Context: an optimization exercise on an open-source flow, tuned for small area. The choices shown serve that exercise and are no tape-out recipe. In this exercise RTL edits were held to simulation tests only and were not proved equivalent to the original. No activity file was given, so power comes from the tool's default toggle rates.

==> flow/design.v <==
module countertest(input clk, original, input [3:0] in, input rstn,
                   input [3:0] operations, output [7:0] y,
                   output [3:0] Anode_Activate);
  reg [3:0] cnt;                        
  wire tick = (cnt == 4'd9);
  always @(posedge clk or posedge rstn)
    if (rstn) cnt <= 4'd5;
    else      cnt <= tick ? 4'd0 : cnt + 4'd1;
  reg [1:0] rc;
  always @(posedge clk or posedge rstn)
    if (rstn) rc <= 2'd0;
    else if (tick) rc <= rc + 2'd1;
  reg [3:0] p1, ps, pf;
  reg [3:0] D0, D1, D2, D3;
  always @(posedge clk) if (tick) begin
    p1 <= in;
    ps <= p1;
    pf <= ps;
  end
  wire [3:0] pe = ps & ~pf;
  function [3:0] step(input [3:0] d, input e, input i);
    step = !e ? d : (d >= 4'd9) ? 4'd0 : i ? d + 4'd1 : d;
  endfunction
  always @(posedge clk or posedge rstn)
    if (rstn) begin
      D0 <= 4'd0; D1 <= 4'd0; D2 <= 4'd0; D3 <= 4'd0;
    end else if (tick) begin
      D0 <= step(D0, pe[0], in[0]);
      D1 <= step(D1, pe[1], in[1]);
      D2 <= step(D2, pe[2], in[2]);
      D3 <= step(D3, pe[3], in[3]);
    end
  wire [3:0] a = D0, b = D1, c = D2, d = D3;
  wire [1:0] k = rc + 2'd1;             
  wire [4:0] s0 = b + d;
  wire       c0 = s0 >= 5'd10;
  wire [3:0] add1 = c0 ? s0 - 5'd10 : s0;
  wire [4:0] s1 = a + c + c0;
  wire       c1 = s1 >= 5'd10;
  wire [3:0] add10 = c1 ? s1 - 5'd10 : s1;
  wire neg = {c, d} > {a, b};
  wire [3:0] x1 = neg ? c : a, x0 = neg ? d : b;
  wire [3:0] y1 = neg ? a : c, y0 = neg ? b : d;
  wire       bw = x0 < y0;
  wire [3:0] sub1 = bw ? x0 + 4'd10 - y0 : x0 - y0;
  wire [3:0] sub10 = x1 - y1 - bw;
  reg  [7:0] S;
  wire [4:0] S10 = S / 10;
  reg  [1:0] asel;                      
  reg        xsel;                      
  reg  [1:0] ysel;                      
  always @* begin
    asel = 2'd1; xsel = 1'b0; ysel = 2'd0;
    case (cnt)
      4'd0: begin asel = 2'd0; xsel = 1'b0; ysel = 2'd1; end
      4'd1: if (k != 2'd3) begin asel = 2'd2; xsel = 1'b1; ysel = 2'd1; end
      4'd2: if (k != 2'd3) begin asel = 2'd1; xsel = 1'b0; ysel = 2'd2; end
      4'd3: if (k[1] == 1'b0) begin asel = 2'd2; xsel = 1'b1; ysel = 2'd2; end
      4'd4: if (k == 2'd0) begin asel = 2'd2; ysel = 2'd0; end
      default: ;
    endcase
  end
  wire [3:0] mx = xsel ? a : b;
  wire [3:0] my = ysel == 2'd1 ? d : ysel == 2'd2 ? c : 4'd0;
  wire [7:0] mA = asel == 2'd0 ? 8'd0 : asel == 2'd1 ? S : {3'd0, S10};
  always @(posedge clk) S <= mA + mx * my;
  wire [3:0] mulD = S % 10;
  wire [6:0] n1 = a * 4'd10 + b;
  wire [6:0] n2 = c * 4'd10 + d;
  wire       two = (c == 4'd0) && (d == 4'd2);
  wire [6:0] N  = n1 + two;             
  reg  [6:0] R;
  reg  [7:0] Q;
  wire       first = (cnt == 4'd0);
  wire       run = (cnt <= 4'd6);
  wire [7:0] Tr = {first ? 7'd0 : R, N[3'd6 - cnt[2:0]]};
  wire       ge = Tr >= {1'b0, n2};
  wire [7:0] Rn = ge ? Tr - {1'b0, n2} : Tr;
  wire [7:0] Qo = first ? 8'd0 : Q;
  wire [3:0] qh = Qo[7:4] >= 4'd5 ? Qo[7:4] + 4'd3 : Qo[7:4];
  wire [3:0] ql = Qo[3:0] >= 4'd5 ? Qo[3:0] + 4'd3 : Qo[3:0];
  always @(posedge clk) if (run) begin
    R <= Rn[6:0];
    Q <= {qh[2:0], ql, ge};
  end
  wire dz = (c == 4'd0) && (d == 4'd0);
  wire [3:0] divD = dz ? 4'd0 : k == 2'd2 ? Q[7:4] : Q[3:0];
  reg [3:0] T;
  reg       op;
  reg [3:0] nd;
  reg       nop;
  wire zero = ~|{a, b, c, d};
  always @* begin
    nop = 1'b1;
    if (original || operations == 4'd0) begin
      nop = 1'b0;
      case (k) 2'd0: nd = a; 2'd1: nd = b; 2'd2: nd = c; default: nd = d; endcase
    end else if (operations[0])
      nd = k == 2'd0 ? 4'd0 : k == 2'd1 ? {3'd0, c1} : k == 2'd2 ? add10 : add1;
    else if (operations[1])
      nd = zero ? 4'd0 : mulD;
    else if (operations[2])
      nd = k[1] ? divD : 4'd0;
    else
      nd = k[1] ? (k[0] ? sub1 : sub10) : 4'd0;
  end
  always @(posedge clk) if (tick) begin
    T  <= nd;
    op <= nop;
  end
  assign Anode_Activate = ~(4'b1000 >> rc);
  wire [3:0] dig = (rc == 2'd0 && neg && operations[3] && !original) ? 4'hf : T;
  reg  [6:0] seg;
  always @* case (dig)
    4'd0: seg = 7'b0000001;  4'd1: seg = 7'b1001111;
    4'd2: seg = 7'b0010010;  4'd3: seg = 7'b0000110;
    4'd4: seg = 7'b1001100;  4'd5: seg = 7'b0100100;
    4'd6: seg = 7'b0100000;  4'd7: seg = 7'b0001111;
    4'd8: seg = 7'b0000000;  4'd9: seg = 7'b0000100;
    4'd15: seg = 7'b1111110;
    default: seg = 7'b1111111;
  endcase
  assign y = {~(rc == 2'd1 && !op), seg};
endmodule
==> flow/run.sh <==
#!/bin/bash
# synth_recipe.tcl (not shown) runs the flow's synth.tcl, then flattens the netlist and writes it again
# the make line also repeats each setting of config.mk as NAME=value (left out here)
make -C /OpenROAD-flow-scripts/flow DESIGN_CONFIG=/design/flow/config.mk WORK_HOME=/design/flow/orfs CLKGATE_MAP_FILE= SYNTH_SCRIPT=/design/flow/synth_recipe.tcl finish
==> flow/config.mk <==
export PLATFORM = sky130hd
export DESIGN_NAME = countertest
export DESIGN_NICKNAME = countertest
export VERILOG_FILES = /design/flow/design.v
export SDC_FILE = /design/flow/constraint.sdc
export NUM_CORES = 4
export LEC_CHECK = 0
export ABC_AREA = 1
export CAP_MARGIN = 20
export CORE_MARGIN = 2
export CORE_UTILIZATION = 40
export SLEW_MARGIN = 20
==> flow/constraint.sdc <==
create_clock -name core_clock -period 250.0 [get_ports {clk}]
set_input_delay 50.0000 -clock core_clock [delete_from_list [all_inputs] [get_ports {clk}]]
set_output_delay 50.0000 -clock core_clock [all_outputs]
set_load 0.01 [all_outputs]
==> run summary <==
[power groups by stage]
stage	Sequential, mW	Combinational, mW	Clock, mW
2_1_floorplan	0.0117	0.0103	0
3_3_place_gp	0.0118	0.0123	0
3_5_place_dp	0.0118	0.0123	0
4_1_cts	0.0116	0.0124	0.0149
5_1_grt	0.0117	0.0144	0.0153
6_report	0.0116	0.0124	0.0146
[area by class of cell]
class,count,area share [%]
clock buffers,10,2.97
clock inverters,6,1.41
inverters,173,8.44
multi-input cells,673,58.8
flip-flops and latches,62,21.7
well taps,225,3.65
repair buffers,24,3.05
[worst register-to-register path, delay by kind of cell (launching register included)]
kind | cells | cell delay (ps)
AOI/OAI and AO/OA | 4 | 830
xor gates and xnor gates | 2 | 360
adders and majority gates | 4 | 1910
buffers and inverters | 3 | 590
DFF | 1 | 390
and+or+nand+nor | 7 | 1400
[cell usage after synthesis, types with 2 or more instances]
master	number	area, sq um
sky130_fd_sc_hd__nand2_1	172	646
sky130_fd_sc_hd__inv_1	163	612
sky130_fd_sc_hd__ha_1	95	1190
sky130_fd_sc_hd__o21ai_0	79	395
sky130_fd_sc_hd__nor2_1	63	236
sky130_fd_sc_hd__a21oi_1	50	250
sky130_fd_sc_hd__nand3_1	42	210
sky130_fd_sc_hd__edfxtp_1	32	961
sky130_fd_sc_hd__xor2_1	26	228
sky130_fd_sc_hd__dfrtp_1	20	500
sky130_fd_sc_hd__fa_1	20	400
sky130_fd_sc_hd__nand4_1	17	106
sky130_fd_sc_hd__o211ai_1	10	75.1
sky130_fd_sc_hd__xnor2_1	10	87.6
sky130_fd_sc_hd__inv_2	9	33.8
sky130_fd_sc_hd__clkbuf_1	8	30.0
sky130_fd_sc_hd__dfxtp_1	8	160
sky130_fd_sc_hd__a31oi_1	7	43.8
sky130_fd_sc_hd__nand2_2	7	43.8
sky130_fd_sc_hd__nand3_2	7	70.1
sky130_fd_sc_hd__nor3_1	7	35.0
sky130_fd_sc_hd__or2_2	5	31.3
sky130_fd_sc_hd__a21oi_2	4	35.0
sky130_fd_sc_hd__and3_1	4	25.0
sky130_fd_sc_hd__nand2_4	4	45.0
sky130_fd_sc_hd__o21bai_1	4	30.0
sky130_fd_sc_hd__o221ai_1	4	35.0
sky130_fd_sc_hd__o31ai_1	4	30.0
sky130_fd_sc_hd__buf_2	3	15.0
sky130_fd_sc_hd__nor2_4	3	33.8
sky130_fd_sc_hd__dfstp_2	2	52.6
sky130_fd_sc_hd__nand4_2	2	25.0
sky130_fd_sc_hd__nor3b_1	2	15.0
sky130_fd_sc_hd__nor4_1	2	12.5
sky130_fd_sc_hd__o21ai_1	2	10.0
sky130_fd_sc_hd__o22ai_1	2	12.5
[worst max-delay path by stage]
| stage | start | end | cells after the start |
|---|---|---|---|
| 4_1_cts | original | y[0] | 8 |
| 5_1_grt | original | y[0] | 8 |
| 3_3_place_gp | operations[3] | y[3] | 8 |
| 2_1_floorplan | original | y[3] | 7 |
| 6_report | original | y[0] | 8 |
| 3_5_place_dp | original | y[0] | 8 |
[routing by layer]
layer	vias to the layer above	routed length, um	global-route usage [%]
met5	-	0	0
met3	20	668	2.69
li1	3081	-	-
met4	0	291	6.94
met1	2729	8120	26.2
met2	116	7120	29.4
[sequential cells by signal, summed over array words and instances (netlist names)]
signal  flops
cnt         4
Q           8
ps          4
D2          4
D1          4
pf          4
op          1
rc          2
p1          4
T           4
R           7
D3          4
D0          4
S           8
[logic make-up (layout without fill, tap and decap cells)]
group                      after synthesis  count (layout)  synth area share, %
xor gates and xnor gates                36              36                 4.56
buffers and inverters                  185             213                 10.2
AOI/OAI and AO/OA                      180             180                 15.0
DFF                                     62              62                 24.2
and+or+nand+nor                        342             342                 23.1
adders and majority gates              115             115                 23.0
[through the flow]
step / utilization (%) / power, mW
finish: 45.1 / 0.0386
global route: 45.1 / 0.0413
CTS: 45.1 / 0.0389
detailed placement: 43.1 / 0.0242
global placement: 43.1 / 0.0241
floorplan: - / 0.0220
==> insert_results.sql <==
INSERT INTO impl_metrics (metric_group, metric, value, unit) VALUES
('finish', 'final_common_cell', 'sky130_fd_sc_hd__nand2_1', ''),
('sta', 'clock.fmax', '0.00981', 'GHz'),
('power', 'power_density', '5.00', 'nW/um^2'),
('routing', 'vias_per_cell', '5.07', ''),
('finish', 'final_cell_mix', '172 x sky130_fd_sc_hd__nand2_1, 163 x sky130_fd_sc_hd__inv_1, 95 x sky130_fd_sc_hd__ha_1', ''),
('synth', 'post_synth.cell_area_avg', '7.51', 'sq um'),
('floorplanning', 'total_core_area', '17100', 'sq um'),
('place', 'globalplace.congestion', '0.889', ''),
('worst_setup_path', 'worstReg2RegStart', 'cnt[3]$_DFF_PP0_', ''),
('global_routing', 'global_route_wire_length_before_repair', '27100', 'um'),
('cts', 'cts_max_level', '3', ''),
('sta', 'timing_hold_violations_final', '0', ''),
('sta', 'fin_tns_setup', '0', 'ps'),
('synth', 'yosys_warnings', '1', ''),
('sta', 'grt_setup_unrepaired', 'no', ''),
('worst_setup_path', 'timing.critical_path.cells', 'clkdlybuf4s50_1, inv_1, nand3_1, nand2_1, o21ai_0, a21oi_1, o21bai_1, clkdlybuf4s50_1', ''),
('sta', 'post-route-min-period', '101970', 'ps'),
('routing', 'via_count', '5946', ''),
('cts', 'cts.sinks', '62', ''),
('worst_setup_path', 'critical_path_s_top_delay_family', 'buffers and inverters', ''),
('finish', 'seqCellArea', '1670', 'sq um'),
('power', 'switching_share', '34.1', '%'),
('synth', 'synth_nets', '1046', ''),
('sta', 'max_slew.worst_pin.slew', '945', 'ps'),
('place', 'detailed_place.area', '7380', 'sq um'),
('worst_hold_path', 'worstHoldStart', 'p1[3]$_DFFE_PP_', ''),
('worst_setup_path', 'worst-endpoint-arrival', '51970', 'ps'),
('worst_hold_path', 'min_path_cells', '0', ''),
('global_routing', 'grt_start_max_net_pins', '24', ''),
('cts', 'holdBufCountCts', '0', ''),
('finish', 'stdcell_area', '7720', 'sq um'),
('routing', 'post_drt_wl_per_cell', '13.8', 'um'),
('routing', 'total_length_of_routed_wires', '16200', 'um'),
('worst_setup_path', 'setup.worst_path.start_class', 'primary input', ''),
('routing', 'detail_route.drc_violations', '0', ''),
('worst_hold_path', 'min_to', 'ps[3]$_DFFE_PP_', ''),
('synth', 'ys_seq_elements', '62', ''),
('power', 'cell_internal_pwr', '0.0254', 'mW'),
('worst_setup_path', 'critical_path.max_fanout', '6', ''),
('finish', 'final-instance-count-excl-fill', '1173', ''),
('power', 'static-leakage-power', '3.86', 'nW'),
('cts', 'clock-root-buffer', 'sky130_fd_sc_hd__clkbuf_16', ''),
('global_routing', 'globalRoute.totalOverflow', '0', ''),
('sta', 'fin_ws', '148030', 'ps'),
('sta', 'slew_headroom', '36.2', '%'),
('synth', 'dominantRegCellSynth', 'sky130_fd_sc_hd__edfxtp_1', ''),
('floorplanning', 'chipWidth', '135', 'um'),
('power', 'clock_power_share', '37.9', '%'),
('routing', 'drtPass1Iterations', '4', ''),
('finish', 'antennaDiodeCount', '0', ''),
('global_routing', 'grt_antenna_before_repair', '0', ''),
('run_status', 'run_status', 'no timing/DRC/antenna violations', ''),
('global_routing', 'grt_pass1_vias', '5543', ''),
('sta', 'slew_viol_final', '0', ''),
('sta', 'layout_worst_path_cycle_share', '40.8', '%'),
('worst_setup_path', 'reg2reg_slack', '244450', 'ps'),
('cts', 'numCtsBuffers', '9', ''),
('sta', 'finalHoldWorstSlack', '420', 'ps'),
('place', 'io_port_bufs', '22', ''),
('worst_setup_path', 'worstPathBufferInverterCount', '3', ''),
('finish', 'flow.area_growth_from_synthesis', '11.7', '%'),
('floorplanning', 'placementRows', '48', ''),
('floorplanning', 'io_pins', '23', ''),
('cts', 'cts_setup_buffers', '0', ''),
('worst_setup_path', 'cp_common_cell', 'sky130_fd_sc_hd__clkdlybuf4s50_1', ''),
('worst_setup_path', 'setup.worst_path.end_class', 'output pin', ''),
('synth', 'synth-seq-area-share', '24.2', '%'),
('power', 'p_seq_share', '30.1', '%'),
('worst_hold_path', 'timing.hold.worst.class', 'register to register', ''),
('finish', 'fillers', '1763', ''),
('sta', 'fin_skew', '6.77', 'ps');

==> afterwards: timing with drivers on the ports <==
How much do the figures lean on ideal ports? The routed layout below was timed once more, with nothing changed but the port constraints.
Step 1: set_driving_cell puts a clkbuf_16 on clk and a buf_2 on each other input, an assumption about the parent block.
Step 2 also shifts input and output timing later by t, the mid clock arrival at the registers, as if the neighbouring blocks saw the same clock.
a / b / c = ideal ports / drivers / drivers and shift; a / b = the first two.
shift t [ns]: 0.388
setup slack, ns: 148.027 / 147.994 / 147.994
slew at the worst register clock pin (ns): 0.06 / 0.06
worst data-port slew with drivers (ns): 0.04
After both steps this run still meets setup and hold. For this run, drivers alone change the setup slack by -0.033 ns; drivers and shift together by -0.033 ns.
